Context: an optimization exercise on an open-source flow, tuned for small area and a short achievable clock period. The choices shown serve that exercise and are no tape-out recipe.
Only simulation tests tie the RTL to the original design; equivalence was not proved.
No driver is modelled on the clock port, so clocking that relies on it looks cheaper here than on a real chip.

==> flow/design.v (outline; a module is shown in full before it is edited, if it fits) <==
// module fir_32nd: 2021 lines
// module fir_fa: 4 lines
// module fir_ha: 4 lines
module fir_32nd (
    input clk,
    input reset,
    input signed [15:0] data_in,
    output reg signed [15:0] filtered_output
);
  // ...
==> flow/flow/run.sh <==
#!/bin/bash
# Own flow: the standard synthesis, then the standard ORFS steps with
# buf_4 port buffers, no delay cells in buffering, a fanout limit that
# turns the reset net into a buffer tree, and a larger setup margin so
# timing repair works on the paths that set the achieved period.
set -e
H=$PWD/flow/hook.tcl
bash standard.sh synth > synth.log 2>&1
bash standard.sh SETUP_SLACK_MARGIN=11 BUFFER_PORTS_ARGS="-buffer_cell sky130_fd_sc_hd__buf_4" \
  PRE_GLOBAL_PLACE_TCL=$H PRE_RESIZE_TCL=$H PRE_CTS_TCL=$H PRE_GLOBAL_ROUTE_TCL=$H finish > layout.log 2>&1
==> flow/flow/hook.tcl <==
# Keep delay cells out of buffering and sizing; split high-fanout nets (the reset net).
set_dont_use [get_lib_cells {sky130_fd_sc_hd__clkdlybuf4s* sky130_fd_sc_hd__dlygate4sd* sky130_fd_sc_hd__dlymetal6s*}]
set_max_fanout 16 [current_design]
==> flow/standard.sh <==
#!/bin/bash
# synth_recipe.tcl (not shown) runs the flow's synth.tcl, then flattens the netlist and writes it again
# the make line also repeats each setting of config.mk as NAME=value (left out here)
make -C /OpenROAD-flow-scripts/flow DESIGN_CONFIG=/design/flow/config.mk WORK_HOME=/design/flow/orfs CLKGATE_MAP_FILE= SYNTH_SCRIPT=/design/flow/synth_recipe.tcl "${@:-finish}"
==> flow/config.mk <==
export PLATFORM = sky130hd
export DESIGN_NAME = fir_32nd
export DESIGN_NICKNAME = fir_32nd
export VERILOG_FILES = /design/flow/design.v
export SDC_FILE = /design/flow/constraint.sdc
export NUM_CORES = 4
export LEC_CHECK = 0
export CAP_MARGIN = 20
export CORE_MARGIN = 2
export CORE_UTILIZATION = 45
export CTS_CLUSTER_DIAMETER = 120
export CTS_CLUSTER_SIZE = 40
export SLEW_MARGIN = 20
export SYNTH_HIERARCHICAL = 1
==> flow/constraint.sdc <==
create_clock -name core_clock -period 15.0 [get_ports {clk}]
set_input_delay 3.0000 -clock core_clock [delete_from_list [all_inputs] [get_ports {clk}]]
set_output_delay 3.0000 -clock core_clock [all_outputs]
set_load 0.01 [all_outputs]
==> run summary, run 1 <==
status=timing/DRC/antenna clean; port bufs=33; CP Max Fanout=4; synthesized area=about 0.041 mm²; class of the worst hold path=flip-flop to flip-flop; top cell type's share of synthesized area=0.3928; CP Buf/Inv Count=3; Critical-path top delay cell=fa_1; fraction of synthesized cell area in xor and xnor cells=0.02027; multi-input combinational area share=0.4957; hold path depth=0; Worst-Margin Slew=0.8543 ns; CP cell instances=buf_6, buf_8, fa_1, fa_1, fa_1, inv_2, fa_1, fa_2, fa_1, fa_1; final setup margin=between 10 and 15 ns; Worst Reg-to-Reg Cells=10; Vias/cell=just over 5; path type of the worst setup path=flip-flop to flip-flop; commonest register cell after synthesis=dfrtp_1; fin crit period=about 4.2 ns; Synth area leaders=fa_1 39%, dfrtp_1 33%, dfxtp_1 10%; Tapcells=~1200; synth unique cells=64
==> inputs of run 2 (changes only) <==
--- a/flow/config.mk
+++ b/flow/config.mk
@@ -9,3 +9,3 @@
 export CORE_MARGIN = 2
-export CORE_UTILIZATION = 45
+export CORE_UTILIZATION = 60
 export CTS_CLUSTER_DIAMETER = 120
==> run summary, run 2 <==
Synth area leaders=fa_1 39%, dfrtp_1 33%, dfxtp_1 10%; initial antenna violation count=7; initial drt markers=1603; path type of the worst setup path=flip-flop to flip-flop; DP HPWL=between 80000 and 90000 µm; die area=between 0.07 and 0.08 mm²; Post-synth EDFFs=0; share of cells above drive strength 1=0.1517; status=timing/DRC/antenna clean; CTS tree=yes; drt pass-1 iters=5; most numerous cell in the Yosys netlist=fa_1; sequential share of the synthesized area=0.4277; fin crit share=0.2775; critical path startpoint category=flip-flop; Worst-Margin Slew=0.8051 ns (-0.04920 ns); area delta synth->final=10.67%; fin crit period=4.162 ns (-0.05010 ns); #FFs+latches synth=between 700 and 800; clk_skew=0.02543 ns; final setup fails=0; port bufs=33 (unchanged); final hold viol count=0; CP Max Fanout=4 (unchanged); Initial Util=0.6059; Net count, final=between 3000 and 4000; Worst-Skew Late Latency=approximately 0.63 ns; Peak Freq=about 240 MHz; Synth Warn #=7; top cell type's share of synthesized area=0.3928 (unchanged); DRC Markers=0; antenna viol nets, final=0; CTS sink cnt=751; most frequent cells after synthesis=814 x fa_1, 541 x dfrtp_1, 272 x inv_1; mean post-synth cell area=15.77 µm²; post-synth top area cell=fa_1; height of the die=about 270 µm; class of the worst hold path=flip-flop to flip-flop; unrepaired setup endpoints after global routing=yes; # Max-Cap Violations=0; clock slew at reported path FFs=about 0.080 ns; Slew headroom=0.4633; Syn Inst Count=about 2600; synthesized area=0.04148 mm² (unchanged); WP data required=roughly 16 ns; Setup TNS=0 ns; DR vias=~21000; Rows=96; commonest non-fill, non-tap cell in the layout=fa_1; largest net degree at the start of global routing=18; IO Pins=34; commonest register cell after synthesis=dfrtp_1; # hold bufs at CTS=0; Final Cell Area=between 0.04 and 0.05 mm²; biggest regs=R2a x31, R2b x31; cell total after placement=roughly 3600; core box area=0.06847 mm²; GRT Total Usage=0.3181; most frequent cells in the layout=715 x fa_1, 509 x dfrtp_1, 253 x inv_1, 209 x ha_1, 132 x dfxtp_1; WL/cell=28.05 µm; die width=266.9 µm; Crit. End Element=flip-flop; GRT overflow=0; CTS Buf Count=53; DP Area=around 0.043 mm²; Final Max Tran Viols=0; GP Congestion=0.9512; final WL=approximately 110000 µm; synth unique cells=64 (unchanged); critical path arrival=4.72 ns; Cell Count, Final, Fillers Out=3771; Vias/cell=5.679 (+10%); vias in the first global route=around 25000; first-pass GRT wire length=between 150000 and 200000 µm; Async SR Flop Fraction=0.7204; fin util=0.6706; Post-Syn Nets=~3700
-- run 2: path summary, 6_finish.rpt --
path	start	endpoint	slack, ns	depth (start not counted)
setup / recovery	x1[9]	R1b[12]	10.84	11
hold / removal	x11[2]	x12[2]	0.34	0
setup reg to reg	x1[9]	R1b[12]	10.84	11
hold reg to reg	x11[2]	x12[2]	0.34	0
max in group asynchronous	reset	p8[16]	11.19	8
min in group asynchronous	reset	x11[7]	2.30	2
-- run 2: layer usage --
layer | routed length (µm) | part of all wire | GRT usage
met4 | 3185 | 0.030 | 0.09004
met3 | 7792 | 0.074 | 0.07141
met5 | 46 | 0.00043 | 0
met1 | 45640 | 0.43 | 0.4595
met2 | 49110 | 0.46 | 0.4960
-- run 2: critical path, cell delays in order, from the launching register on --
cell and delay, ns:
dfrtp_4 0.49, buf_2 0.15, fa_1 0.53, fa_2 0.45
fa_1 0.49, inv_1 0.05, fa_2 0.51, inv_1 0.05
fa_2 0.34, inv_2 0.07, fa_2 0.45, fa_2 0.53
-- run 2: timing repair --
item	4_1_cts	5_1_grt
resized for setup	277	106
setup endpoints to repair	483	194
setup buffers	52	39
pin swaps	77	73
cloned	0	0
-- run 2: cell families after synthesis --
group	after synthesis	share of synthesized area
compound gates	251	0.04174
xor+xnor	96	0.02027
fa+ha+maj	1032	0.4586
buf+inv	278	0.02515
flops	751	0.4277
mux	3	0.0007239
other cells	1	0.00009040
simple gates	218	0.02576
-- run 2: per-module statistics from Yosys (local to each module, per instance) --
module / cells / flip-flops and latches
fir_32nd: 1778 / 751
fir_ha: 1 / 0
fir_fa: 1 / 0
-- run 2: final cells by class --
type                       count  area [µm²]
multi-input combinational   1601       23100
fill                        4844       22560
sequential                   751       18030
clock buffer                  94        1511
timing repair buffer         167        1105
tap                          882        1104
inverter                     272        1025
clock inverter                 3       37.54
antenna                        1       2.502
-- run 2: metrics by stage --
stage | hold slack (ns) | setup slack, ns
6_report | 0.3400 | 10.84
5_1_grt | 0.3484 | 10.73
2_1_floorplan | 0.3312 | 4.642
3_5_place_dp | 0.3347 | 8.352
3_3_place_gp | 0.3319 | 8.567
4_1_cts | 0.3438 | 10.82
==> inputs of run 3 (changes only) <==
--- a/flow/config.mk
+++ b/flow/config.mk
@@ -9,3 +9,3 @@
 export CORE_MARGIN = 2
-export CORE_UTILIZATION = 60
+export CORE_UTILIZATION = 75
 export CTS_CLUSTER_DIAMETER = 120
@@ -14 +14,2 @@
 export SYNTH_HIERARCHICAL = 1
+export TNS_END_PERCENT = 5
==> run summary, run 3 <==
status=timing/DRC/antenna clean; Syn Inst Count=2630 (unchanged); # hold bufs at CTS=0 (unchanged); Worst Reg-to-Reg Cells=9 (-2); Vias/cell=6.271 (+10%); area delta synth->final=7.586%; DR vias=22080 (+3.1%); port bufs=33 (unchanged); DP HPWL=85520 µm (-2.2%); most numerous cell in the Yosys netlist=fa_1; Cell Count, Final, Fillers Out=3520 (-6.7%); fin crit share=0.2785 (+0.001000); Initial Util=0.7559 (+0.1500); Post-synth EDFFs=0 (unchanged); IO Pins=34 (unchanged); WL/cell=30.14 µm (+7.4%); CTS sink cnt=751 (unchanged); FILL cells=2791 (-42%); core box area=0.05488 mm² (-20%); class of the worst hold path=flip-flop to flip-flop; Post-Syn Nets=3680 (unchanged); Worst-Skew Late Latency=0.62 ns (about the same); Setup TNS=0 ns (unchanged); minimum hold slack=0.3432 ns (+0.003183 ns); final setup fails=0 (unchanged); commonest non-fill, non-tap cell in the layout=fa_1; Rows=86 (-10%); sequential share of the synthesized area=0.4277 (unchanged); Synth Warn #=7 (unchanged); most frequent cells after synthesis=814 x fa_1, 541 x dfrtp_1, 272 x inv_1; CP cell instances=fa_1, fa_1, fa_1, inv_1, fa_1, inv_1, fa_1, fa_1, fa_1; most frequent cells in the layout=814 x fa_1, 520 x dfrtp_1, 270 x inv_1, 218 x ha_1, 143 x dfxtp_1; # Max-Cap Violations=0 (unchanged); initial antenna violation count=10 (+3); critical path arrival=4.68 ns (-0.04 ns); synth unique cells=64 (unchanged); Crit path top cell by count=fa_1; height of the die=239.2 µm (-10%); cell total after placement=3404 (-5.0%); synthesized area=0.04148 mm² (unchanged); commonest register cell after synthesis=dfrtp_1; die width=239.2 µm (-10%); largest net degree at the start of global routing=18 (unchanged); CP startpoint=G8[10]; final WL=106100 µm (+0.30%); drt pass-1 iters=5 (unchanged); fin crit period=4.177 ns (+0.01500 ns); path type of the worst setup path=flip-flop to flip-flop; first-pass GRT wire length=161100 µm (+1.5%); post-synth top area cell=fa_1; Net count, final=3821 (-1.9%); #FFs+latches synth=751 (unchanged); clock slew at reported path FFs=0.09 ns (about the same); Worst-Margin Slew=0.8493 ns (+0.04423 ns); GP Congestion=0.9903 (+4.1%); Critical-path top delay cell=dfxtp_1; initial drt markers=1917 (+20%); GRT overflow=0 (unchanged); CP max stage delay=0.62 ns (+0.09 ns); R2R Path Start=G8[10]; CP Max Fanout=4 (unchanged); biggest regs=R2a x31, R2b x31; die area=0.05721 mm² (-20%); Async SR Flop Fraction=0.7204 (unchanged); final hold viol count=0 (unchanged); reg-to-reg setup timing slack=10.82 ns (-0.02 ns); CTS tree=yes; DRC Markers=0 (unchanged); mean post-synth cell area=15.77 µm² (unchanged); Crit. End Element=flip-flop; combined area of the multi-input logic cells=0.02272 mm² (-1.6%); GRT Total Usage=0.4035 (+0.08538); fin util=0.8133 (+0.1427); Synth area leaders=fa_1 39%, dfrtp_1 33%, dfxtp_1 10%; Final Max Tran Viols=0 (unchanged); Peak Freq=239.4 MHz (-0.36%); critical path startpoint category=flip-flop; Storage cell area=0.01790 mm² (-0.68%); WP data required=15.51 ns (-0.04 ns); vias in the first global route=25650 (+4.4%); share of cells above drive strength 1=0.08751 (-0.06415); hold path depth=0 (unchanged); unrepaired setup endpoints after global routing=yes; antenna viol nets, final=0 (unchanged); clk_skew=0.01862 ns (-0.006817 ns); Slew headroom=0.4338 (-0.02949); r2r endpoint=R2b[15]; worst setup path endpoint=R2b[15]; CTS Buf Count=52 (-1.9%); top cell type's share of synthesized area=0.3928 (unchanged)
run 3: cell families after synthesis:
kind of cell	after synthesis	share of synthesized area
DFF	751	0.4277
adders and majority gates	1032	0.4586
AOI/OAI and AO/OA	251	0.04174
muxes	3	0.0007239
other	1	0.00009040
buffers and inverters	278	0.02515
and+or+nand+nor	218	0.02576
xor gates and xnor gates	96	0.02027
run 3: repair_timing:
item,CTS,global route
hold endpoints to repair,0,0
pin swaps,0,2
setup endpoints to repair,427,266
setup buffers,10,7
gates resized for setup,100,61
run 3: modules after synthesis (local to each module, per instance):
module	flip-flops and latches	cells	area (µm²)
fir_32nd	751	1778	24890
fir_fa	0	1	20.02
fir_ha	0	1	12.51
run 3: worst min path at each step:
| stage | slack (ns) | to | startpoint |
|---|---|---|---|
| floorplan | 0.33 | v2_ | v1_ |
| global placement | 0.33 | x15[13] | x14[13] |
| detailed placement | 0.33 | x11[4] | x10[4] |
| CTS | 0.34 | x9[3] | x8[3] |
| global route | 0.35 | x9[3] | x8[3] |
| finish | 0.34 | x9[0] | x8[0] |
run 3: routing by layer:
metal,GRT usage,routed length [µm],share of wire
met4,0.1585,5039,0.048
met2,0.6247,49690,0.47
met3,0.1176,11580,0.11
met1,0.5562,39710,0.37
met5,0,57,0.00054
run 3: cell type report:
cell class / instances / share of cell area
timing repair buffer: 93 / 0.01290
sequential: 751 / 0.4012
antenna: 5 / 0.0002803
clock buffer: 93 / 0.03356
clock inverter: 1 / 0.0003645
inverter: 272 / 0.02296
multi-input combinational: 1601 / 0.5090
tap: 704 / 0.01974
run 3: stage by stage:
stage	setup WS [ns]	area (µm²)
after floorplan	4.642	41490
after detailed placement	8.648	42760
after global placement	8.949	42760
after CTS	10.80	44480
after global routing	10.77	44620
final	10.82	44630
run 3: worst max-delay path, delay by kind of cell, from the launching register on:
kind / cells / cell delay [ns]
adders and majority gates: 7 / 3.33
DFF: 1 / 0.62
buffers and inverters: 2 / 0.10
==> inputs of run 4 (changes only) <==
--- a/flow/config.mk
+++ b/flow/config.mk
@@ -9,3 +9,3 @@
 export CORE_MARGIN = 2
-export CORE_UTILIZATION = 75
+export CORE_UTILIZATION = 65
 export CTS_CLUSTER_DIAMETER = 120
@@ -14,2 +14,2 @@
 export SYNTH_HIERARCHICAL = 1
-export TNS_END_PERCENT = 5
+export TNS_END_PERCENT = 0
==> run summary, run 4 <==
critical path arrival=4.65 ns (-0.03 ns); CTS Buf Count=52 (unchanged); IO Pins=34 (unchanged); FILL cells=4165 (+49%); Net count, final=3818 (-0.079%); clk_skew=0.03042 ns (+0.01180 ns); top cell type's share of synthesized area=0.3928 (unchanged); most numerous cell in the Yosys netlist=fa_1; commonest register cell after synthesis=dfrtp_1; Synth area leaders=fa_1 39%, dfrtp_1 33%, dfxtp_1 10%; Initial Util=0.6576 (-0.09830); port bufs=33 (unchanged); GP Congestion=0.9569 (-3.4%); Final Cell Area=0.04474 mm² (+0.25%); most frequent cells in the layout=814 x fa_1, 523 x dfrtp_1, 271 x inv_1, 218 x ha_1, 143 x dfxtp_1; CTS tree=yes; Syn Inst Count=2630 (unchanged); die area=0.06586 mm² (+15%); Crit. End Element=flip-flop; final hold viol count=0 (unchanged); Final Max Tran Viols=0 (unchanged); initial drt markers=1879 (-2.0%); antenna viol nets, final=0 (unchanged); biggest regs=R2a x31, R2b x31; CTS sink cnt=751 (unchanged); largest net degree at the start of global routing=18 (unchanged); vias in the first global route=24530 (-4.3%); class of the worst hold path=flip-flop to flip-flop; die width=256.6 µm (+7.3%); DP Area=0.04293 mm² (+0.40%); #FFs+latches synth=751 (unchanged); sequential share of the synthesized area=0.4277 (unchanged); Setup TNS=0 ns (unchanged); final WL=102300 µm (-3.5%); share of cells above drive strength 1=0.08363 (-0.003883); synthesized area=0.04148 mm² (unchanged); DRC Markers=0 (unchanged); post-synth top area cell=fa_1; path type of the worst setup path=flip-flop to flip-flop; Vias/cell=5.811 (-7.3%); critical path startpoint category=flip-flop; clock slew at reported path FFs=0.09 ns (about the same); Peak Freq=239.5 MHz (about the same); commonest non-fill, non-tap cell in the layout=fa_1; Synth Warn #=7 (unchanged); CP Max Fanout=6 (+2); initial antenna violation count=6 (-4); fin crit period=4.175 ns (-0.001700 ns); # hold bufs at CTS=0 (unchanged); core box area=0.06308 mm² (+15%); synth unique cells=64 (unchanged); final setup fails=0 (unchanged); first-pass GRT wire length=154800 µm (-3.9%); Rows=92 (+7.0%); status=timing/DRC/antenna clean; fin crit share=0.2783 (about the same); mean post-synth cell area=15.77 µm² (unchanged); WP data required=15.47 ns (-0.04 ns); Async SR Flop Fraction=0.7204 (unchanged); Worst-Margin Slew=0.8462 ns (-0.003123 ns); Post-synth EDFFs=0 (unchanged); # Max-Cap Violations=0 (unchanged); height of the die=256.6 µm (+7.3%); most frequent cells after synthesis=814 x fa_1, 541 x dfrtp_1, 272 x inv_1; area delta synth->final=7.851%; WL/cell=27.98 µm (-7.1%); Post-Syn Nets=3680 (unchanged); worst slack, placed=8.558 ns (-0.08978 ns); drt pass-1 iters=5 (unchanged); GRT Total Usage=0.3311 (-0.07241); Worst-Skew Late Latency=0.62 ns (about the same); final setup margin=10.82 ns (+0.001700 ns); unrepaired setup endpoints after global routing=yes; Slew headroom=0.4358 (+0.002082); DR vias=21250 (-3.7%); DP HPWL=85290 µm (-0.28%); GRT overflow=0 (unchanged)
==> run 4: cell counts after synthesis <==
Identical to the previous run, type by type.
==> run 4: per-layer routing <==
metal,routed length (µm),vias to the layer above,global-route usage
li1,-,8662,-
met4,2867,8,0.08689
met5,55,-,0
met1,43780,11660,0.4861
met3,7607,176,0.07167
met2,48020,748,0.5164
==> run 4: timing repair <==
action                                  CTS  global route
gates resized for setup                  96            55
buffers inserted                          0            16
endpoints found under the setup margin  451           299
==> run 4: Yosys stat by module, one instance, submodules excluded <==
module    flip-flops and latches  copies in the design  area (µm²)  cells
fir_fa                         0                   791       20.02      1
fir_32nd                     751                     1       24890   1778
fir_ha                         0                    61       12.51      1
==> run 4: area by class of cell <==
class / instances / area (µm²) / area share
Antenna cell: 1 / 2.502 / 0.00005593
Clock buffer: 94 / 1480 / 0.03308
Clock inverter: 2 / 17.52 / 0.0003915
Inverter: 272 / 1025 / 0.02290
Multi-Input combinational cell: 1601 / 22710 / 0.5077
Sequential cell: 751 / 17900 / 0.4002
Tap cell: 846 / 1059 / 0.02366
Timing Repair Buffer: 90 / 539.3 / 0.01205
==> run 4: final timing paths <==
kind | from | depth (start not counted) | slack [ns] | end
worst max-delay path | x1[11] | 10 | 10.82 | R1a[13]
min in group asynchronous | reset | 3 | 2.53 | x10[3]
worst max register to register | x1[11] | 10 | 10.82 | R1a[13]
worst min register to register | x8[4] | 0 | 0.34 | x9[4]
worst min-delay path | x8[4] | 0 | 0.34 | x9[4]
max in group asynchronous | reset | 7 | 11.00 | x9[1]
==> run 4: critical path: stages (launching register included) <==
cell     delay [ns]
dfrtp_4        0.60
fa_1           0.53
fa_1           0.43
fa_1           0.51
inv_1          0.07
fa_1           0.47
inv_1          0.05
fa_1           0.36
inv_1          0.07
fa_1           0.43
fa_1           0.50
==> run 4: cells by family after synthesis <==
family | count (synthesis) | share of synthesized area
adders and majority gates | 1032 | 0.4586
DFF | 751 | 0.4277
buffers and inverters | 278 | 0.02515
AOI/OAI and AO/OA | 251 | 0.04174
and+or+nand+nor | 218 | 0.02576
xor gates and xnor gates | 96 | 0.02027
muxes | 3 | 0.0007239
other | 1 | 0.00009040
==> run 4: metrics by stage <==
step / util / std cells / hold WS (ns)
3_5_place_dp: 0.6805 / 3544 / 0.3347
3_3_place_gp: 0.6805 / 3544 / 0.3317
4_1_cts: 0.7064 / 3640 / 0.3463
6_report: 0.7093 / 3657 / 0.3427
2_1_floorplan: - / 2630 / 0.3312
5_1_grt: 0.7093 / 3657 / 0.3509
==> inputs of run 5 (changes only) <==
--- a/flow/config.mk
+++ b/flow/config.mk
@@ -9,3 +9,4 @@
 export CORE_MARGIN = 2
-export CORE_UTILIZATION = 65
+export CORE_UTILIZATION = 60
+export CTS_BUF_LIST = sky130_fd_sc_hd__clkbuf_8
 export CTS_CLUSTER_DIAMETER = 120
@@ -14,2 +15,2 @@
 export SYNTH_HIERARCHICAL = 1
-export TNS_END_PERCENT = 0
+export TNS_END_PERCENT = 5
==> run summary, run 5 <==
worst slack, placed=8.594 ns (+0.03544 ns); fin crit period=4.248 ns (+0.07250 ns); final setup margin=10.75 ns (-0.07250 ns); critical path startpoint category=flip-flop; Initial Util=0.6059 (-0.05173); clk_skew=0.04101 ns (+0.01059 ns); hold path depth=0 (unchanged); final WL=104300 µm (+2.0%); WL/cell=28.29 µm (+1.1%); R2R Path Start=G14[16]; WHS Endpoint=x15[12]; Worst-Skew Late Latency=0.72 ns (+0.10 ns); path type of the worst setup path=flip-flop to flip-flop; Rows=96 (+4.3%); fin crit share=0.2832 (+0.004833); GP Congestion=0.9752 (+1.9%); most frequent cells in the layout=814 x fa_1, 528 x dfrtp_1, 308 x inv_1, 218 x ha_1, 155 x dfxtp_1; reg-to-reg setup timing slack=10.75 ns (-0.07 ns); share of cells above drive strength 1=0.07846 (-0.005171); top routing layer in use=met5; synthesized area=0.04148 mm² (unchanged); DR vias=20860 (-1.8%); CTS Buf Count=53 (+1.9%); cell total after placement=3581 (+1.0%); drt pass-1 iters=7 (+2); CP max stage delay=0.69 ns (+0.09 ns); Post-Syn Nets=3680 (unchanged); Setup TNS=0 ns (unchanged); Synth Warn #=7 (unchanged); #FFs+latches synth=751 (unchanged); Synth area leaders=fa_1 39%, dfrtp_1 33%, dfxtp_1 10%; Crit path top cell by count=fa_1; vias in the first global route=23890 (-2.6%); initial antenna violation count=8 (+2); most frequent cells after synthesis=814 x fa_1, 541 x dfrtp_1, 272 x inv_1; die area=0.07126 mm² (+8.2%); CTS tree=yes; Syn Inst Count=2630 (unchanged); synth unique cells=64 (unchanged); sequential share of the synthesized area=0.4277 (unchanged); Worst Reg-to-Reg Cells=7 (-3); routed wl met2=48350 µm (+0.69%); post-synth top area cell=fa_1; Worst-Margin Slew=0.8313 ns (-0.01496 ns); top cell type's share of synthesized area=0.3928 (unchanged); Critical-path top delay cell=dfxtp_1; mean post-synth cell area=15.77 µm² (unchanged); unrepaired setup endpoints after global routing=yes; final hold viol count=0 (unchanged); Slew headroom=0.4458 (+0.009976); CTS sink cnt=751 (unchanged); GRT Total Usage=0.3152 (-0.01591); Async SR Flop Fraction=0.7204 (unchanged); class of the worst hold path=flip-flop to flip-flop; core box area=0.06847 mm² (+8.5%); clock slew at reported path FFs=0.11 ns (+0.02 ns); IO Pins=34 (unchanged); first-pass GRT wire length=155500 µm (+0.49%); WP data required=15.60 ns (+0.13 ns); final setup fails=0 (unchanged); r2r endpoint=R2b[18]; die width=266.9 µm (+4.0%); Post-synth EDFFs=0 (unchanged); Met1 Wirelength=44000 µm (+0.49%); Final Max Tran Viols=0 (unchanged); CP Max Fanout=5 (-1); met3 wire len=9015 µm (+19%); DRC Markers=0 (unchanged); Cell Count, Final, Fillers Out=3688 (+0.85%); status=timing/DRC/antenna clean; critical path arrival=4.84 ns (+0.19 ns); height of the die=266.9 µm (+4.0%); initial drt markers=1488 (-21%); most numerous cell in the Yosys netlist=fa_1; Vias/cell=5.656 (-2.7%); CP cell instances=fa_1, fa_1, fa_1, fa_1, fa_1, fa_1, fa_1; area delta synth->final=6.503%; DP HPWL=87630 µm (+2.7%); biggest regs=R2a x31, R2b x31; # hold bufs at CTS=0 (unchanged); # Max-Cap Violations=0 (unchanged); antenna viol nets, final=0 (unchanged); port bufs=33 (unchanged); commonest non-fill, non-tap cell in the layout=fa_1; Net count, final=3812 (-0.16%); largest net degree at the start of global routing=18 (unchanged); Peak Freq=235.4 MHz (-1.7%); commonest register cell after synthesis=dfrtp_1; Crit. End Element=flip-flop; GRT overflow=0 (unchanged); Worst Hold Launch=x14[12]
-- run 5: cell counts after synthesis --
No cell type changed its count.
-- run 5: critical path, delay by kind of cell, from the launching register on --
family / cells / cell delay [ns]
fa+ha+maj: 7 / 3.44
flops: 1 / 0.69
-- run 5: timing repair --
item,4_1_cts,5_1_grt
setup buffers,0,8
setup endpoints to repair,407,292
pin swaps,0,2
resized for setup,74,45
-- run 5: per-module statistics from Yosys, one instance, submodules excluded --
module,cell area [µm²],cells
fir_fa,20.02,1
fir_ha,12.51,1
fir_32nd,24890,1778
-- run 5: cells by family (layout without fill, tap and decap cells) --
group / count (synthesis) / in the layout / synth area share
xor+xnor: 96 / 96 / 0.02027
mux: 3 / 3 / 0.0007239
buf+inv: 278 / 452 / 0.02515
other cells: 1 / 3 / 0.00009040
simple gates: 218 / 218 / 0.02576
fa+ha+maj: 1032 / 1032 / 0.4586
flops: 751 / 751 / 0.4277
compound gates: 251 / 251 / 0.04174
-- run 5: per-stage QoR --
stage	instance area [µm²]	hold WS [ns]	utilization
after global routing	44180	0.3512	0.6453
after detailed placement	42980	0.3347	0.6277
after floorplan	41490	0.3312	-
after CTS	44050	0.3472	0.6433
final	44180	0.3439	0.6453
after global placement	42980	0.3316	0.6277
-- run 5: cell type report --
| cell class | instances | area (µm²) |
|---|---|---|
| Clock buffer | 53 | 729.5 |
| Multi-Input combinational cell | 1601 | 22710 |
| Clock inverter | 44 | 239.0 |
| Antenna cell | 2 | 5.005 |
| Timing Repair Buffer | 83 | 520.5 |
| Sequential cell | 751 | 17840 |
| Tap cell | 882 | 1104 |
| Inverter | 272 | 1025 |
| Fill cell | 4933 | 24280 |
-- run 5: worst max path at each step --
stage                   startpoint             endpoint  slack [ns]  cells past startpoint
2_1_floorplan                reset   filtered_output[0]        4.64                      1
4_1_cts        filtered_output[12]  filtered_output[12]       10.71                      1
3_3_place_gp                 reset              x12[15]        8.76                      7
5_1_grt                      reset               p7[16]       10.71                      6
3_5_place_dp                 reset               x6[15]        8.59                      7
6_report                   G14[16]              R2b[18]       10.75                      7
-- run 5: metal layers --
| layer | GRT usage | vias up |
|---|---|---|
| li1 | - | 8649 |
| met1 | 0.4421 | 11330 |
| met2 | 0.4895 | 716 |
| met3 | 0.09604 | 157 |
| met4 | 0.08093 | 8 |
| met5 | 0 | - |
==> inputs of run 6 (changes only) <==
--- a/flow/config.mk
+++ b/flow/config.mk
@@ -10,3 +10,2 @@
 export CORE_UTILIZATION = 60
-export CTS_BUF_LIST = sky130_fd_sc_hd__clkbuf_8
 export CTS_CLUSTER_DIAMETER = 120
==> run summary, run 6 <==
synth unique cells=64 (unchanged); GRT overflow=0 (unchanged); share of cells above drive strength 1=0.09591 (+0.01745); largest family of logic cells by synthesized area=adder cells; post-synth top area cell=fa_1; Initial Util=0.6059 (unchanged); post-synthesis compound-gate area fraction=0.04174 (unchanged); class of the worst hold path=flip-flop to flip-flop; cell total after placement=3581 (unchanged); final setup fails=0 (unchanged); core box area=0.06847 mm² (unchanged); vias in the first global route=24070 (+0.72%); FILL cells=4807 (-2.6%); minimum hold slack=0.3402 ns (-0.003740 ns); Critical-path top delay cell=dfrtp_1; mux contribution to synthesized area=0.0007239 (unchanged); Cell Count, Final, Fillers Out=3721 (+0.89%); #FFs+latches synth=751 (unchanged); Post-synth EDFFs=0 (unchanged); area share of fa/ha/maj cells after synthesis=0.4586 (unchanged); mean post-synth cell area=15.77 µm² (unchanged); CP max stage delay=0.39 ns (-0.30 ns); Final Max Tran Viols=0 (unchanged); path type of the worst setup path=flip-flop to output pin; GRT Total Usage=0.3169 (+0.001690); commonest register cell after synthesis=dfrtp_1; final WL=105100 µm (+0.70%); area delta synth->final=8.843%; fin util=0.6595 (+0.01418); most frequent cells in the layout=809 x fa_1, 517 x dfrtp_1, 268 x inv_1, 216 x ha_1, 136 x dfxtp_1; DRC Markers=0 (unchanged); height of the die=266.9 µm (unchanged); first-pass GRT wire length=156300 µm (+0.50%); Async SR Flop Fraction=0.7204 (unchanged); IO Pins=34 (unchanged); drt pass-1 iters=5 (-2); die area=0.07126 mm² (unchanged); Syn Inst Count=2630 (unchanged); CTS sink cnt=751 (unchanged); CTS tree=yes; Peak Freq=241.0 MHz (+2.4%); Setup TNS=0 ns (unchanged); Worst-Skew Late Latency=0.64 ns (-0.08 ns); status=timing/DRC/antenna clean; fin crit share=0.2767 (-0.006513); DR vias=20910 (+0.22%); Synth area leaders=fa_1 39%, dfrtp_1 33%, dfxtp_1 10%; critical path arrival=1.15 ns (-3.69 ns); synthesized area=0.04148 mm² (unchanged); commonest non-fill, non-tap cell in the layout=fa_1; # Max-Cap Violations=0 (unchanged); Crit. End Element=output pin; crit-path leading delay family=flip-flops; port bufs=33 (unchanged); fin crit period=4.150 ns (-0.09770 ns); largest net degree at the start of global routing=18 (unchanged); die width=266.9 µm (unchanged); GP Congestion=0.9752 (unchanged); clk_skew=0.03264 ns (-0.008370 ns); Storage cell area=0.01799 mm² (+0.81%); CP Buf/Inv Count=1 (+1); antenna viol nets, final=0 (unchanged); Rows=96 (unchanged); Vias/cell=5.618 (-0.67%); CP cell instances=buf_6; clock slew at reported path FFs=0.08 ns (-0.03 ns); initial antenna violation count=5 (-3); CP Max Fanout=1 (-4); most numerous cell in the Yosys netlist=fa_1; critical path startpoint category=flip-flop; Post-Syn Nets=3680 (unchanged); WP data required=12.00 ns (-3.60 ns); Slew headroom=0.4431 (-0.002772); final hold viol count=0 (unchanged); simple-gate share of the synthesized area=0.02576 (unchanged); biggest regs=R2a x31, R2b x31; WL/cell=28.24 µm (-0.19%); most frequent cells after synthesis=814 x fa_1, 541 x dfrtp_1, 272 x inv_1; combined area of the multi-input logic cells=0.02275 mm² (+0.17%); Net count, final=3844 (+0.84%); CTS Buf Count=53 (unchanged); Worst-Margin Slew=0.8354 ns (+0.004158 ns); DP HPWL=87630 µm (unchanged); Synth Warn #=7 (unchanged); fraction of synthesized cell area in xor and xnor cells=0.02027 (unchanged); unrepaired setup endpoints after global routing=yes; top cell type's share of synthesized area=0.3928 (unchanged); initial drt markers=1545 (+3.8%); sequential share of the synthesized area=0.4277 (unchanged)
run 6: cell types whose count changed in the layout (fill, tap and decap cells not counted), sizes merged:
| cell | delta |
|---|---|
| inv | -35 |
| buf | +39 |
| diode | +1 |
| clkbuf | +30 |
| clkinvlp | -2 |
run 6: area by class of cell:
type                            count  area share
Antenna cell                        3   0.0001663
Clock buffer                       90     0.03245
Clock inverter                      7    0.002466
Inverter                          272     0.02270
Multi-Input combinational cell   1601      0.5039
Sequential cell                   751      0.3984
Tap cell                          882     0.02444
Timing Repair Buffer              115     0.01546
run 6: per-stage QoR:
| stage | setup WS [ns] | cell area, µm² |
|---|---|---|
| after global routing | 10.74 | 45140 |
| after global placement | 8.758 | 42980 |
| after detailed placement | 8.594 | 42980 |
| after CTS | 10.82 | 44780 |
| after floorplan | 4.642 | 41490 |
| final | 10.85 | 45150 |
run 6: path summary, 6_finish.rpt:
kind                                      from                   to  slack (ns)  cells after the start
setup / recovery           filtered_output[12]  filtered_output[12]       10.85                      1
min in group asynchronous                reset               x17[6]        2.58                      3
hold / removal                         x14[12]              x15[12]        0.34                      0
max in group asynchronous                reset                x1[7]       11.04                      5
hold reg to reg                        x14[12]              x15[12]        0.34                      0
setup reg to reg                        x1[12]              R1b[15]       10.87                     10
run 6: cells by family (layout without fill, tap and decap cells):
family | count (synthesis) | after routing
AOI/OAI and AO/OA | 251 | 251
adders and majority gates | 1032 | 1032
buffers and inverters | 278 | 484
muxes | 3 | 3
DFF | 751 | 751
other | 1 | 4
and+or+nand+nor | 218 | 218
xor gates and xnor gates | 96 | 96
run 6: per-layer routing:
layer,routed length (µm),up-vias,track usage,share of wire
met3,9841,161,0.1049,0.094
met2,48900,752,0.4918,0.47
met5,35,-,0,0.00033
li1,-,8734,-,-
met4,3004,6,0.08685,0.029
met1,43290,11250,0.4363,0.41
run 6: per-module statistics from Yosys, one instance, submodules excluded:
module,times used,flops+latches
fir_32nd,1,751
fir_fa,791,0
fir_ha,61,0
run 6: repair_timing:
item                                    4_1_cts  5_1_grt
pin swaps                                     0       17
endpoints found under the setup margin      422      263
endpoints found under the hold margin         0        0
buffers inserted                             11       29
hold buffers                                  0        0
resized for setup                           109       99
==> inputs of run 7 (changes only) <==
==> flow/flow/run.sh (replaced) <==
#!/bin/bash
# Own flow: the standard synthesis, then the standard ORFS steps with
# buf_4 port buffers, no delay cells in buffering, the reset net rebuilt
# as a balanced buffer tree after placement (flow/reset_tree.tcl), and a
# larger setup margin so timing repair works on the paths that set the
# achieved period.
set -e
H=$PWD/flow/hook.tcl
bash standard.sh synth > synth.log 2>&1
bash standard.sh SETUP_SLACK_MARGIN=11 BUFFER_PORTS_ARGS="-buffer_cell sky130_fd_sc_hd__buf_4" \
  PRE_GLOBAL_PLACE_TCL=$H PRE_RESIZE_TCL=$H POST_RESIZE_TCL=$PWD/flow/reset_tree.tcl PRE_CTS_TCL=$H PRE_GLOBAL_ROUTE_TCL=$H finish > layout.log 2>&1
==> flow/flow/hook.tcl (replaced) <==
# Keep delay cells out of buffering and sizing.
set_dont_use [get_lib_cells {sky130_fd_sc_hd__clkdlybuf4s* sky130_fd_sc_hd__dlygate4sd* sky130_fd_sc_hd__dlymetal6s*}]
==> flow/flow/reset_tree.tcl (new file) <==
# Rebuild the asynchronous reset net as a balanced two-level buffer tree.
# The reset port's buffer drives the inverter that makes the active-low
# RESET_B/SET_B signal; every buffer below that inverter is removed and
# the flip-flops are re-clustered by recursive bisection of their
# locations: leaf buffers drive up to LEAF pins, mid buffers drive up to
# MID leaf buffers, and the inverter drives the mid buffers.
set LEAF 20
set MID 8
set block [ord::get_db_block]
set db [ord::get_db]

proc is_async_pin {it} {
  set n [[$it getMTerm] getName]
  return [expr {$n eq "RESET_B" || $n eq "SET_B"}]
}
proc is_buf {inst} {
  set m [[$inst getMaster] getName]
  return [expr {[string match "sky130_fd_sc_hd__buf_*" $m] || [string match "sky130_fd_sc_hd__clkbuf_*" $m]}]
}
proc out_iterm {inst} {
  foreach it [$inst getITerms] {
    if {[$it isOutputSignal]} { return $it }
  }
  return ""
}

# root: the net driven by the inverter fed from the reset port's buffer
set rport [$block findBTerm reset]
set pnet [$rport getNet]
set root ""
set inv ""
foreach it [$pnet getITerms] {
  set b [$it getInst]
  set bo [out_iterm $b]
  if {$bo eq ""} continue
  foreach it2 [[$bo getNet] getITerms] {
    if {[$it2 isInputSignal]} {
      set m [[[$it2 getInst] getMaster] getName]
      if {[string match "*inv*" $m]} { set inv [$it2 getInst]; set root [[out_iterm $inv] getNet] }
    }
  }
}
if {$root eq ""} { puts "reset_tree: root not found"; return }

# collect sinks and the buffers between the root and the sinks
set sinks {}
set bufs {}
set nets {}
proc walk {net} {
  global sinks bufs nets
  foreach it [$net getITerms] {
    if {![$it isInputSignal]} continue
    set inst [$it getInst]
    if {[is_async_pin $it]} {
      lappend sinks $it
    } elseif {[is_buf $inst]} {
      lappend bufs $inst
      set o [[out_iterm $inst] getNet]
      lappend nets $o
      walk $o
    } else {
      puts "reset_tree: unexpected load [$inst getName]/[[$it getMTerm] getName]"
    }
  }
}
walk $root
puts "reset_tree: [llength $sinks] sinks, removing [llength $bufs] buffers"
foreach it $sinks { $it disconnect }
foreach b $bufs { odb::dbInst_destroy $b }
foreach n $nets { odb::dbNet_destroy $n }

proc loc {it} {
  set bb [[$it getInst] getBBox]
  return [list [expr {([$bb xMin] + [$bb xMax]) / 2}] [expr {([$bb yMin] + [$bb yMax]) / 2}]]
}
# recursive bisection of {x y payload} items into groups of at most n
proc bisect {items n} {
  if {[llength $items] <= $n} { return [list $items] }
  set xs [lsort -integer [lmap i $items {lindex $i 0}]]
  set ys [lsort -integer [lmap i $items {lindex $i 1}]]
  set k [expr {([lindex $xs end] - [lindex $xs 0]) >= ([lindex $ys end] - [lindex $ys 0]) ? 0 : 1}]
  set s [lsort -integer -index $k $items]
  set h [expr {[llength $s] / 2}]
  return [concat [bisect [lrange $s 0 [expr {$h - 1}]] $n] [bisect [lrange $s $h end] $n]]
}
proc centroid {grp} {
  set sx 0; set sy 0
  foreach i $grp { incr sx [lindex $i 0]; incr sy [lindex $i 1] }
  set c [llength $grp]
  return [list [expr {$sx / $c}] [expr {$sy / $c}]]
}
set cnt 0
proc add_buf {master xy innet} {
  global block db cnt
  set name "rsttree_$cnt"
  incr cnt
  set inst [odb::dbInst_create $block [$db findMaster $master] $name]
  $inst setLocation [lindex $xy 0] [lindex $xy 1]
  $inst setPlacementStatus PLACED
  set net [odb::dbNet_create $block "${name}_o"]
  [$inst findITerm A] connect $innet
  [$inst findITerm X] connect $net
  return [list $inst $net]
}

set items [lmap it $sinks {concat [loc $it] [list $it]}]
set leaves {}
foreach grp [bisect $items $LEAF] {
  set xy [centroid $grp]
  lassign [add_buf sky130_fd_sc_hd__buf_4 $xy $root] inst net
  foreach i $grp { [lindex $i 2] connect $net }
  lappend leaves [concat $xy [list $inst]]
}
foreach grp [bisect $leaves $MID] {
  set xy [centroid $grp]
  lassign [add_buf sky130_fd_sc_hd__buf_8 $xy $root] inst net
  foreach i $grp {
    set a [[lindex $i 2] findITerm A]
    $a disconnect
    $a connect $net
  }
}
$inv swapMaster [$db findMaster sky130_fd_sc_hd__inv_8]
puts "reset_tree: built [llength $leaves] leaf buffers, $cnt buffers in all"
==> run summary, run 7 <==
Initial Util=0.6059 (unchanged); Synth Warn #=7 (unchanged); mux contribution to synthesized area=0.0007239 (unchanged); commonest register cell after synthesis=dfrtp_1; #FFs+latches synth=751 (unchanged); failing step=placement repair (3_4_place_resized); Rows=96 (unchanged); Post-synth EDFFs=0 (unchanged); port bufs=33 (unchanged); mean post-synth cell area=15.77 µm² (unchanged); GP Congestion=0.9701 (-0.52%); most numerous cell in the Yosys netlist=fa_1; synth unique cells=64 (unchanged); Syn Inst Count=2630 (unchanged); sequential share of the synthesized area=0.4277 (unchanged); fraction of synthesized cell area in xor and xnor cells=0.02027 (unchanged); IO Pins=34 (unchanged); die width=266.9 µm (unchanged); most frequent cells after synthesis=814 x fa_1, 541 x dfrtp_1, 272 x inv_1; Async SR Flop Fraction=0.7204 (unchanged); top cell type's share of synthesized area=0.3928 (unchanged); Synth area leaders=fa_1 39%, dfrtp_1 33%, dfxtp_1 10%; synthesized area=0.04148 mm² (unchanged); simple-gate share of the synthesized area=0.02576 (unchanged); post-synthesis compound-gate area fraction=0.04174 (unchanged); height of the die=266.9 µm (unchanged); Post-Syn Nets=3680 (unchanged); Log Error=Error: resize.tcl, 39 divide by zero; largest family of logic cells by synthesized area=adder cells; post-synth top area cell=fa_1; status=did not finish; area share of fa/ha/maj cells after synthesis=0.4586 (unchanged)
run 7: cell counts after synthesis:
Identical to the previous run, type by type.
run 7: Yosys stat by module (local to each module, per instance):
| module | flip-flops and latches | area [µm²] | cells | copies in the design |
|---|---|---|---|---|
| fir_32nd | 751 | 24890 | 1778 | 1 |
| fir_fa | 0 | 20.02 | 1 | 791 |
| fir_ha | 0 | 12.51 | 1 | 61 |
run 7: through the flow:
step           hold WS (ns)  std cells
2_1_floorplan        0.3312       2630
3_3_place_gp         0.3313       3546
run 7: cells by family after synthesis:
group	Yosys count
fa+ha+maj	1032
flops	751
buf+inv	278
compound gates	251
simple gates	218
xor+xnor	96
mux	3
other cells	1
run 7: worst max path at each step:
stage                   start  slack [ns]  depth (start not counted)                 end
after floorplan         reset        4.64                          1  filtered_output[0]
after global placement  reset        8.94                          5              x3[15]
==> inputs of run 8 (changes only) <==
--- a/flow/flow/reset_tree.tcl
+++ b/flow/flow/reset_tree.tcl
@@ -6,6 +6,8 @@
 # MID leaf buffers, and the inverter drives the mid buffers.
-set LEAF 20
-set MID 8
-set block [ord::get_db_block]
-set db [ord::get_db]
+# (This file is sourced from inside a proc: keep state in ::rt.)
+namespace eval rt {}
+set ::rt::LEAF 20
+set ::rt::MID 8
+set ::rt::block [ord::get_db_block]
+set ::rt::db [ord::get_db]
 
@@ -27,3 +29,3 @@
 # root: the net driven by the inverter fed from the reset port's buffer
-set rport [$block findBTerm reset]
+set rport [$::rt::block findBTerm reset]
 set pnet [$rport getNet]
@@ -45,7 +47,6 @@
 # collect sinks and the buffers between the root and the sinks
-set sinks {}
-set bufs {}
-set nets {}
-proc walk {net} {
-  global sinks bufs nets
+set ::rt::sinks {}
+set ::rt::bufs {}
+set ::rt::nets {}
+proc ::rt::walk {net} {
   foreach it [$net getITerms] {
@@ -54,8 +55,8 @@
     if {[is_async_pin $it]} {
-      lappend sinks $it
+      lappend ::rt::sinks $it
     } elseif {[is_buf $inst]} {
-      lappend bufs $inst
+      lappend ::rt::bufs $inst
       set o [[out_iterm $inst] getNet]
-      lappend nets $o
-      walk $o
+      lappend ::rt::nets $o
+      ::rt::walk $o
     } else {
@@ -65,7 +66,9 @@
 }
-walk $root
-puts "reset_tree: [llength $sinks] sinks, removing [llength $bufs] buffers"
+::rt::walk $root
+set sinks $::rt::sinks
+puts "reset_tree: [llength $sinks] sinks, removing [llength $::rt::bufs] buffers"
+if {[llength $sinks] == 0} { return }
 foreach it $sinks { $it disconnect }
-foreach b $bufs { odb::dbInst_destroy $b }
-foreach n $nets { odb::dbNet_destroy $n }
+foreach b $::rt::bufs { odb::dbInst_destroy $b }
+foreach n $::rt::nets { odb::dbNet_destroy $n }
 
@@ -91,11 +94,10 @@
 }
-set cnt 0
+set ::rt::cnt 0
 proc add_buf {master xy innet} {
-  global block db cnt
-  set name "rsttree_$cnt"
-  incr cnt
-  set inst [odb::dbInst_create $block [$db findMaster $master] $name]
+  set name "rsttree_$::rt::cnt"
+  incr ::rt::cnt
+  set inst [odb::dbInst_create $::rt::block [$::rt::db findMaster $master] $name]
   $inst setLocation [lindex $xy 0] [lindex $xy 1]
   $inst setPlacementStatus PLACED
-  set net [odb::dbNet_create $block "${name}_o"]
+  set net [odb::dbNet_create $::rt::block "${name}_o"]
   [$inst findITerm A] connect $innet
@@ -107,3 +109,3 @@
 set leaves {}
-foreach grp [bisect $items $LEAF] {
+foreach grp [bisect $items $::rt::LEAF] {
   set xy [centroid $grp]
@@ -113,3 +115,3 @@
 }
-foreach grp [bisect $leaves $MID] {
+foreach grp [bisect $leaves $::rt::MID] {
   set xy [centroid $grp]
@@ -122,3 +124,3 @@
 }
-$inv swapMaster [$db findMaster sky130_fd_sc_hd__inv_8]
-puts "reset_tree: built [llength $leaves] leaf buffers, $cnt buffers in all"
+$inv swapMaster [$::rt::db findMaster sky130_fd_sc_hd__inv_8]
+puts "reset_tree: built [llength $leaves] leaf buffers, $::rt::cnt buffers in all"
--- a/flow/config.mk
+++ b/flow/config.mk
@@ -11,3 +11,3 @@
 export CTS_CLUSTER_DIAMETER = 120
-export CTS_CLUSTER_SIZE = 40
+export CTS_CLUSTER_SIZE = 16
 export SLEW_MARGIN = 20
==> run summary, run 8 <==
clk_skew=between 0.05 and 0.06 ns; most frequent cells in the layout=802 x fa_1, 517 x dfrtp_1, 268 x inv_1, 218 x ha_1, 136 x dfxtp_1; met3 wire len=roughly 6900 µm; final hold viol count=0; routed wl met2=48980 µm; most frequent cells after synthesis=814 x fa_1, 541 x dfrtp_1, 272 x inv_1; Post-synth EDFFs=0 (unchanged); Worst-Margin Slew=roughly 0.66 ns; initial drt markers=roughly 1700; Setup TNS=0 ns; DP HPWL=around 87000 µm; unrepaired setup endpoints after global routing=yes; IO Pins=34 (unchanged); share of cells above drive strength 1=0.09855; CTS tree=yes; die area=between 0.07 and 0.08 mm²; initial antenna violation count=3; GRT Total Usage=0.3162; area delta synth->final=8.774%; top cell type's share of synthesized area=0.3928 (unchanged); first-pass GRT wire length=approximately 160000 µm; GRT overflow=0; critical path arrival=4.64 ns; # diodes=0; core box area=roughly 0.068 mm²; biggest regs=R2a x31, R2b x31; antenna viol nets, final=0; fin crit period=slightly above 4 ns; fin crit share=0.2755; CP Max Fanout=4; GP Congestion=0.9701 (unchanged); CTS Buf Count=between 50 and 60; reg-to-reg setup timing slack=10.87 ns; largest net degree at the start of global routing=18; mean post-synth cell area=15.77 µm² (unchanged); Async SR Flop Fraction=0.7204 (unchanged); top routing layer in use=met5; # Max-Cap Violations=0; height of the die=266.9 µm (unchanged); synthesized area=0.04148 mm² (unchanged); DP Area=0.04312 mm²; critical path startpoint category=flip-flop; class of the worst hold path=flip-flop to flip-flop; die width=266.9 µm (unchanged); path type of the worst setup path=flip-flop to flip-flop; Synth Warn #=7 (unchanged); WL/cell=approximately 28 µm; port bufs=33 (unchanged); Synth area leaders=fa_1 39%, dfrtp_1 33%, dfxtp_1 10%; Net count, final=~3800; Final Max Tran Viols=0; Worst Reg-to-Reg Cells=9; synth unique cells=64 (unchanged); final WL=around 100000 µm; sequential share of the synthesized area=0.4277 (unchanged); Peak Freq=between 200 and 250 MHz; DR vias=~21000; #FFs+latches synth=751 (unchanged); Vias/cell=approximately 5.7; post-synth top area cell=fa_1; drt pass-1 iters=6; Crit. End Element=flip-flop; Syn Inst Count=2630 (unchanged); Slew headroom=0.5563; Final Cell Area=~0.045 mm²; Worst-Skew Late Latency=0.66 ns; CTS sink cnt=approximately 750; # hold bufs at CTS=0; status=timing/DRC/antenna clean; hold path depth=0; most numerous cell in the Yosys netlist=fa_1; Rows=96 (unchanged); clock slew at reported path FFs=roughly 0.080 ns; Initial Util=0.6059 (unchanged); commonest register cell after synthesis=dfrtp_1; DRC Markers=0; Post-Syn Nets=3680 (unchanged); final setup fails=0; WP data required=~16 ns; Met1 Wirelength=approximately 45000 µm; commonest non-fill, non-tap cell in the layout=fa_1; vias in the first global route=roughly 24000
## run 8: cell counts after synthesis
Identical to the previous run, type by type.
## run 8: layer usage
metal / global-route usage / vias to the layer above
met4: 0.09171 / 4
met2: 0.4970 / 656
met1: 0.4606 / 11610
met5: 0 / -
li1: - / 8683
met3: 0.05831 / 170
## run 8: cell families after synthesis
family | share of synthesized area
buffers and inverters | 0.02515
adders and majority gates | 0.4586
xor gates and xnor gates | 0.02027
DFF | 0.4277
other | 0.00009040
muxes | 0.0007239
AOI/OAI and AO/OA | 0.04174
and+or+nand+nor | 0.02576
## run 8: final cells by class, without the clock buffers
cell class | instances | area [µm²]
Inverter | 272 | 1028
Sequential cell | 751 | 17970
Fill cell | 4803 | 23340
Buffer | 36 | 300.3
Tap cell | 882 | 1104
Timing Repair Buffer | 62 | 427.9
Multi-Input combinational cell | 1601 | 22740
Clock inverter | 5 | 76.32
## run 8: path summary, 6_finish.rpt
check,from,end
worst max-delay path,x1[12],R1b[13]
min in group asynchronous,reset,x12[10]
worst max register to register,x1[12],R1b[13]
worst min-delay path,x7[4],x8[4]
max in group asynchronous,reset,filtered_output[4]
worst min register to register,x7[4],x8[4]
## run 8: per-stage QoR
step                  util  std cells  setup WS (ns)  hold WS, ns
finish              0.6591       3703          10.87       0.3363
floorplan                -       2630          4.642       0.3312
global route        0.6591       3703          10.78       0.3363
CTS                 0.6567       3695          10.84       0.3372
global placement    0.6261       3546          8.943       0.3313
detailed placement  0.6298       3575          10.55       0.3347
## run 8: per-module statistics from Yosys (local to each module, per instance)
module / area, µm² / flip-flops and latches
fir_32nd: 24890 / 751
fir_fa: 20.02 / 0
fir_ha: 12.51 / 0
## run 8: what timing repair did
| action | CTS | global route |
|---|---|---|
| buffers inserted | 21 | 8 |
| resized for setup | 111 | 50 |
| hold endpoints to repair | 0 | 0 |
| setup endpoints to repair | 87 | 79 |
| pin swaps | 10 | 9 |
## run 8: critical path, stage by stage, from the launching register on
cell	delay [ns]
dfrtp_4	0.52
buf_1	0.12
fa_2	0.53
fa_2	0.44
fa_1	0.49
inv_1	0.07
fa_1	0.38
fa_2	0.55
fa_2	0.45
fa_1	0.45

-- static timing again, ports no longer ideal --
How much do the figures lean on ideal ports? The routed layouts below were timed once more, with nothing changed but the port constraints. Step 1 (the two cells are an assumption about what drives the block):
set clk [get_ports {clk}]
set_driving_cell -lib_cell sky130_fd_sc_hd__clkbuf_16 $clk
set_driving_cell -lib_cell sky130_fd_sc_hd__buf_2 [delete_from_list [all_inputs] $clk]
Step 2 moves the port delays by t, midway between the first and last clock arrival at a register: inputs arrive t later, outputs are due t later. That takes back most of the time a late clock gives input paths. Slacks: ideal ports / drivers / drivers and shift; pairs: ideal ports / drivers.
run	t (ns)	slack for setup (ns)	clock arrival spread, ns	worst register clock-pin slew, ns	cell pins on the clock port's net
run 1	0.678	10.788 / 10.788 / 10.577	0.047 / 0.047	0.09 / 0.09	1
run 2	0.674	10.838 / 10.789 / 10.551	0.036 / 0.036	0.08 / 0.08	1
run 3	0.673	10.823 / 10.810 / 10.371	0.019 / 0.019	0.09 / 0.09	1
run 4	0.671	10.825 / 10.793 / 10.368	0.032 / 0.031	0.09 / 0.09	1
run 5	0.754	10.752 / 10.705 / 10.214	0.046 / 0.046	0.12 / 0.12	1
run 6	0.690	10.850 / 10.782 / 10.395	0.033 / 0.034	0.08 / 0.08	1
run 8	0.695	10.868 / 10.818 / 10.868	0.053 / 0.054	0.09 / 0.09	1
After both steps setup and hold are still met in every run listed. For run 5, which loses most, drivers alone change the setup slack by -0.047 ns; drivers and shift together by -0.538 ns. The worst setup slack also covers recovery checks on asynchronous resets.
